Source: an optimization exercise on an open RTL-to-GDS flow (aim: small area, a short achievable clock period and few clock cycles). Production flows keep margins and buffers that such runs may drop.
RTL that was checked went through simulation tests only; none was proved equivalent to the original.

==> xenon <==
// Cfu
module Cfu (
  input               cmd_valid,
  output              cmd_ready,
  input      [9:0]    cmd_payload_function_id,
  input      [31:0]   cmd_payload_inputs_0,
  input      [31:0]   cmd_payload_inputs_1,
  output              rsp_valid,
  input               rsp_ready,
  output     [31:0]   rsp_payload_outputs_0,
  input               reset,
  input               clk
);
wire [2:0] opcode = cmd_payload_function_id[2:0];
wire ld_upper = opcode[1] & ~opcode[0];
reg         mode;
reg  [31:0] acc;
reg  [10:0] ups;       
reg         pending;   
reg         nib;       
wire hold = cmd_valid && opcode == 3'd2 && !mode && !nib;
wire go   = cmd_valid && !hold;
wire op0  = go && opcode == 3'd0;
wire op1  = go && opcode == 3'd1;
wire op2  = go && opcode == 3'd2;
wire op3  = go && opcode == 3'd3;
wire use_sum = op3 && !reset;
wire clr     = op1 || reset;
wire [10:0] psum;
Bitblade bitblade (
  .sel8(~mode & ~nib),
  .op3(use_sum),
  .in_a(cmd_payload_inputs_0),
  .in_b(cmd_payload_inputs_1),
  .acc(acc),
  .ldu(ld_upper),
  .p_g(ups & {11{mode & ~ld_upper}}),
  .keep(~use_sum & ~clr),
  .psum(psum),
  .rsp(rsp_payload_outputs_0)
);
assign cmd_ready = !hold;
assign rsp_valid = go | pending;
always @(posedge clk)
  acc <= rsp_payload_outputs_0;
always @(posedge clk) begin
  if (reset) begin
    mode    <= 1'b0;
    ups     <= 11'd0;
    pending <= 1'b0;
    nib     <= 1'b0;
  end else begin
    if (op0) mode <= cmd_payload_function_id[3];
    if (op2) ups <= psum;
    pending <= rsp_valid & ~rsp_ready;
    nib <= hold;
  end
end
endmodule
==> flow/config.mk <==
export PLATFORM = sky130hd
export DESIGN_NAME = Cfu
export DESIGN_NICKNAME = Cfu
export VERILOG_FILES = /design/flow/design.v
export SDC_FILE = /design/flow/constraint.sdc
export NUM_CORES = 4
export LEC_CHECK = 0
export CAP_MARGIN = 20
export CORE_MARGIN = 2
export CORE_UTILIZATION = 40
export SETUP_SLACK_MARGIN = 1.5
export SLEW_MARGIN = 20
export SYNTH_HIERARCHICAL = 1
export SYNTH_MINIMUM_KEEP_SIZE = 0
==> flow/constraint.sdc <==
create_clock -name core_clock -period 13.5 [get_ports {clk}]
set_input_delay 2.7000 -clock core_clock [delete_from_list [all_inputs] [get_ports {clk}]]
set_output_delay 2.7000 -clock core_clock [all_outputs]
set_load 0.01 [all_outputs]
standard.sh (not shown) runs the stock make flow with config.mk's settings and CLKGATE_MAP_FILE= SYNTH_SCRIPT=/design/flow/synth_recipe.tcl, a recipe that flattens the netlist after the stock synthesis.
==> flow/flow/run.sh <==
#!/bin/bash
# Standard layout, with the port buffers made from sky130_fd_sc_hd__buf_2 cells instead of
# the delay cells the flow picks by default.  make's output goes to
# standard.log; each tool's own log is under orfs/logs/.
set -euo pipefail
export BUFFER_PORTS_ARGS="-buffer_cell sky130_fd_sc_hd__buf_2"
bash standard.sh > standard.log 2>&1
==> sierra: changes against xenon <==
Settings changed: SETUP_SLACK_MARGIN 1.5 to 2.0.
==> zinc: changes against xenon <==
Settings changed: CORE_UTILIZATION 40 to 60, PLACE_DENSITY from default to 0.75.
==> fjord: changes against xenon <==
--- a/flow/design.v
+++ b/flow/design.v
@@ -26,30 +26,21 @@
 module A21OI (input a, input b, input c, output y);
 assign y = ~(a & b | c);
 endmodule
 module O21AI (input a, input b, input c, output y);
 assign y = ~((a | b) & c);
 endmodule
-module HAN (
-  input  a,
-  input  b,
-  output s,
-  output co
-);
-assign s  = ~(a ^ b);
-assign co = a | b;
-endmodule
 module Bitblade (
   input         sel8,    
   input         op3,     
   input  [31:0] in_a,
   input  [31:0] in_b,
   input  [31:0] acc,     
   input         ldu,     
   input  [10:0] p_g,     
-  input         keep,    
+  input  [31:0] acc_m,   
   output [10:0] psum,    
   output [31:0] rsp
 );
 wire [31:0] a8 = in_a & {32{sel8}};
 wire [31:0] b8 = in_b & {32{sel8}};
 wire p1;
@@ -319,13 +310,14 @@
 FA fa134 (.a(p85), .b(p98), .ci(p101), .s(s133), .co(c134));
 wire s135;
 wire c136;
 FA fa136 (.a(p114), .b(p117), .ci(c130), .s(s135), .co(c136));
 wire s137;
 wire c138;
-HAN ha138 (.a(s131), .b(s133), .s(s137), .co(c138));
+assign s137 = ~(s131 ^ s133);
+assign c138 = s131 | s133;
 wire s139;
 wire c140;
 FA fa140 (.a(p67), .b(p70), .ci(p73), .s(s139), .co(c140));
 wire s141;
 wire c142;
 FA fa142 (.a(p83), .b(p86), .ci(p89), .s(s141), .co(c142));
@@ -451,13 +443,14 @@
 FA fa222 (.a(s217), .b(c206), .ci(c208), .s(s221), .co(c222));
 wire s223;
 wire c224;
 FA fa224 (.a(s219), .b(c210), .ci(s221), .s(s223), .co(c224));
 wire s225;
 wire c226;
-HAN ha226 (.a(c212), .b(s223), .s(s225), .co(c226));
+assign s225 = ~(c212 ^ s223);
+assign c226 = c212 | s223;
 wire s227;
 wire c228;
 FA fa228 (.a(c216), .b(c218), .ci(c220), .s(s227), .co(c228));
 wire s229;
 wire c230;
 FA fa230 (.a(c222), .b(s227), .ci(c224), .s(s229), .co(c230));
@@ -825,13 +818,14 @@
 FA fa415 (.a(ag390), .b(c403), .ci(s410), .s(s414), .co(c415));
 wire s416;
 wire c417;
 FA fa417 (.a(h236), .b(h238), .ci(c405), .s(s416), .co(c417));
 wire s418;
 wire c419;
-HAN ha419 (.a(s412), .b(s414), .s(s418), .co(c419));
+assign s418 = ~(s412 ^ s414);
+assign c419 = s412 | s414;
 wire s420;
 wire c421;
 FA fa421 (.a(p3), .b(p6), .ci(p9), .s(s420), .co(c421));
 wire s422;
 wire c423;
 FA fa423 (.a(p19), .b(p22), .ci(p25), .s(s422), .co(c423));
@@ -858,13 +852,14 @@
 FA fa437 (.a(h240), .b(s432), .ci(c415), .s(s436), .co(c437));
 wire s438;
 wire c439;
 FA fa439 (.a(c417), .b(h242), .ci(s434), .s(s438), .co(c439));
 wire s440;
 wire c441;
-HAN ha441 (.a(c419), .b(s436), .s(s440), .co(c441));
+assign s440 = ~(c419 ^ s436);
+assign c441 = c419 | s436;
 wire s442;
 wire c443;
 FA fa443 (.a(p4), .b(p7), .ci(p10), .s(s442), .co(c443));
 wire s444;
 wire c445;
 FA fa445 (.a(p13), .b(p20), .ci(p23), .s(s444), .co(c445));
@@ -1329,13 +1324,14 @@
 FA fa751 (.a(c701), .b(s746), .ci(c703), .s(s750), .co(c751));
 wire s752;
 wire c753;
 FA fa753 (.a(s748), .b(c705), .ci(s750), .s(s752), .co(c753));
 wire s754;
 wire c755;
-HAN ha755 (.a(c707), .b(s752), .s(s754), .co(c755));
+assign s754 = ~(c707 ^ s752);
+assign c755 = c707 | s752;
 wire s756;
 wire c757;
 FA fa757 (.a(p382), .b(p383), .ci(p384), .s(s756), .co(c757));
 wire s758;
 wire c759;
 FA fa759 (.a(p385), .b(p386), .ci(p387), .s(s758), .co(c759));
@@ -1431,22 +1427,25 @@
 FA fa819 (.a(c813), .b(s816), .ci(c815), .s(s818), .co(c819));
 wire s820;
 wire c821;
 FA fa821 (.a(~acc[15]), .b(h253), .ci(h255), .s(s820), .co(c821));
 wire s822;
 wire c823;
-HAN ha823 (.a(c817), .b(s820), .s(s822), .co(c823));
+assign s822 = ~(c817 ^ s820);
+assign c823 = c817 | s820;
 wire s824;
 wire c825;
 FA fa825 (.a(~acc[16]), .b(h257), .ci(h259), .s(s824), .co(c825));
 wire s826;
 wire c827;
-HAN ha827 (.a(c821), .b(s824), .s(s826), .co(c827));
+assign s826 = ~(c821 ^ s824);
+assign c827 = c821 | s824;
 wire s828;
 wire c829;
-HAN ha829 (.a(~acc[17]), .b(c825), .s(s828), .co(c829));
+assign s828 = ~(~acc[17] ^ c825);
+assign c829 = ~acc[17] | c825;
 wire g830;
 assign g830 = ~(s402 | s404);
 wire q831;
 assign q831 = s402 ^ s404;
 wire g832;
 assign g832 = ~(s416 | s418);
@@ -1912,13 +1911,13 @@
 XOR2 u1062 (.a(k929), .b(k1042), .y(k1062));
 wire ck1063;
 assign ck1063 = k1043;
 wire [18:0] lo = {k1062, k1061, k1060, k1059, k1058, k1057, k1056, k1055, k1054, k1053, k1052, k1051, k1050, k1049, k1048, k1047, k1046, k1045, S1044};
 wire [12:0] inc = acc[31:19] + 1'b1;
 wire [31:0] sum = {ck1063 ? inc : acc[31:19], lo};
-wire [31:0] rspv = {(op3 & ck1063) ? inc : acc[31:19] & {13{keep | op3}}, lo & {19{op3}} | acc[18:0] & {19{keep}}};
+wire [31:0] rspv = {(op3 & ck1063) ? inc : acc_m[31:19], op3 ? lo : acc_m[18:0]};
 assign psum = sum[10:0];
 assign rsp = rspv;
 endmodule
 module Cfu (
   input               cmd_valid,
   output              cmd_ready,
@@ -1952,13 +1951,13 @@
   .op3(use_sum),
   .in_a(cmd_payload_inputs_0),
   .in_b(cmd_payload_inputs_1),
   .acc(acc),
   .ldu(ld_upper),
   .p_g(ups & {11{mode & ~ld_upper}}),
-  .keep(~use_sum & ~clr),
+  .acc_m(acc & {32{~clr}}),
   .psum(psum),
   .rsp(rsp_payload_outputs_0)
 );
 assign cmd_ready = !hold;
 assign rsp_valid = go | pending;
 always @(posedge clk)
==> qor summary <==
| quantity | zinc | sierra | fjord | xenon |
|---|---|---|---|---|
| Met3 layer wire length in the routed design | 2543 µm | 1976 µm | 1939 µm | 1815 µm |
| Logic inverters | 73 | 73 | 69 | 73 |
| Detail-routed via count per cell | 5.988 | 5.273 | 5.314 | 5.286 |
| Critical Path Sink | rsp_payload_outputs_0[26] | rsp_payload_outputs_0[27] | rsp_payload_outputs_0[17] | rsp_payload_outputs_0[27] |
| Final-stage net count | 1418 | 1429 | 1459 | 1418 |
| Synth Instances | 1061 | 1061 | 1105 | 1061 |
| Sequential fraction of total cell area | 0.08651 | 0.08195 | 0.08307 | 0.08500 |
| Die Height | 133.8 µm | 163.0 µm | 165.1 µm | 163.0 µm |
| Grt met3 use | 0.06009 | 0.03591 | 0.03871 | 0.03158 |
| Share of the final layout cell area in multi-input gates | 0.7970 | 0.7733 | 0.7905 | 0.7852 |
| Core Region | 0.01652 mm² | 0.02496 mm² | 0.02533 mm² | 0.02496 mm² |
| Outcome | no timing/DRC/antenna violations | no timing/DRC/antenna violations | no timing/DRC/antenna violations | no timing/DRC/antenna violations |
| Nonclk buf count | 108 | 119 | 108 | 108 |
| Worst Path Buf+Inv | 3 | 2 | 3 | 2 |
| Cell Area, Placed | 0.01049 mm² | 0.01063 mm² | 0.01092 mm² | 0.01063 mm² |
| Cell area after layout | 0.01065 mm² | 0.01124 mm² | 0.01109 mm² | 0.01083 mm² |
| Post-detailed-route wirelength per cell | 19.80 µm | 19.46 µm | 19.41 µm | 19.39 µm |
Testbench counts of xenon, summed over its fixed seeds: cycles 2,112.
Testbench counts of sierra, summed over its fixed seeds: cycles 2,112.
Testbench counts of zinc, summed over its fixed seeds: cycles 2,112.
Only the layout flow was run in fjord; the RTL was not checked for function there.

[afterwards: timing with drivers on the ports]
In the flow no input, the clock included, has a driving cell. The finished layouts below were timed again as built, in two steps. Step 1 (the two cells are an assumption about what drives the block):
set clk [get_ports {clk}]
set_driving_cell -lib_cell sky130_fd_sc_hd__clkbuf_16 $clk
set_driving_cell -lib_cell sky130_fd_sc_hd__buf_2 [delete_from_list [all_inputs] $clk]
Step 2 moves the port delays by t, midway between the first and last clock arrival at a register: inputs arrive t later, outputs are due t later. That takes back most of the time a late clock gives input paths. Slacks: ideal ports / drivers / drivers and shift; pairs: ideal ports / drivers.
run	t (ns)	slack for setup (ns)	hold WS [ns]	slew at the worst register clock pin (ns)
xenon	0.321	1.886 / 1.864 / 1.864	0.460 / 0.460 / 0.460	0.07 / 0.07
sierra	0.321	2.170 / 2.145 / 2.145	0.460 / 0.460 / 0.460	0.07 / 0.07
zinc	0.322	1.857 / 1.836 / 1.836	0.470 / 0.470 / 0.470	0.07 / 0.07
fjord	0.325	1.897 / 1.861 / 1.861	0.471 / 0.471 / 0.471	0.07 / 0.07
After both steps every run listed still meets setup and hold. For fjord, which loses most, drivers alone change the setup slack by -0.036 ns; drivers and shift together by -0.036 ns.
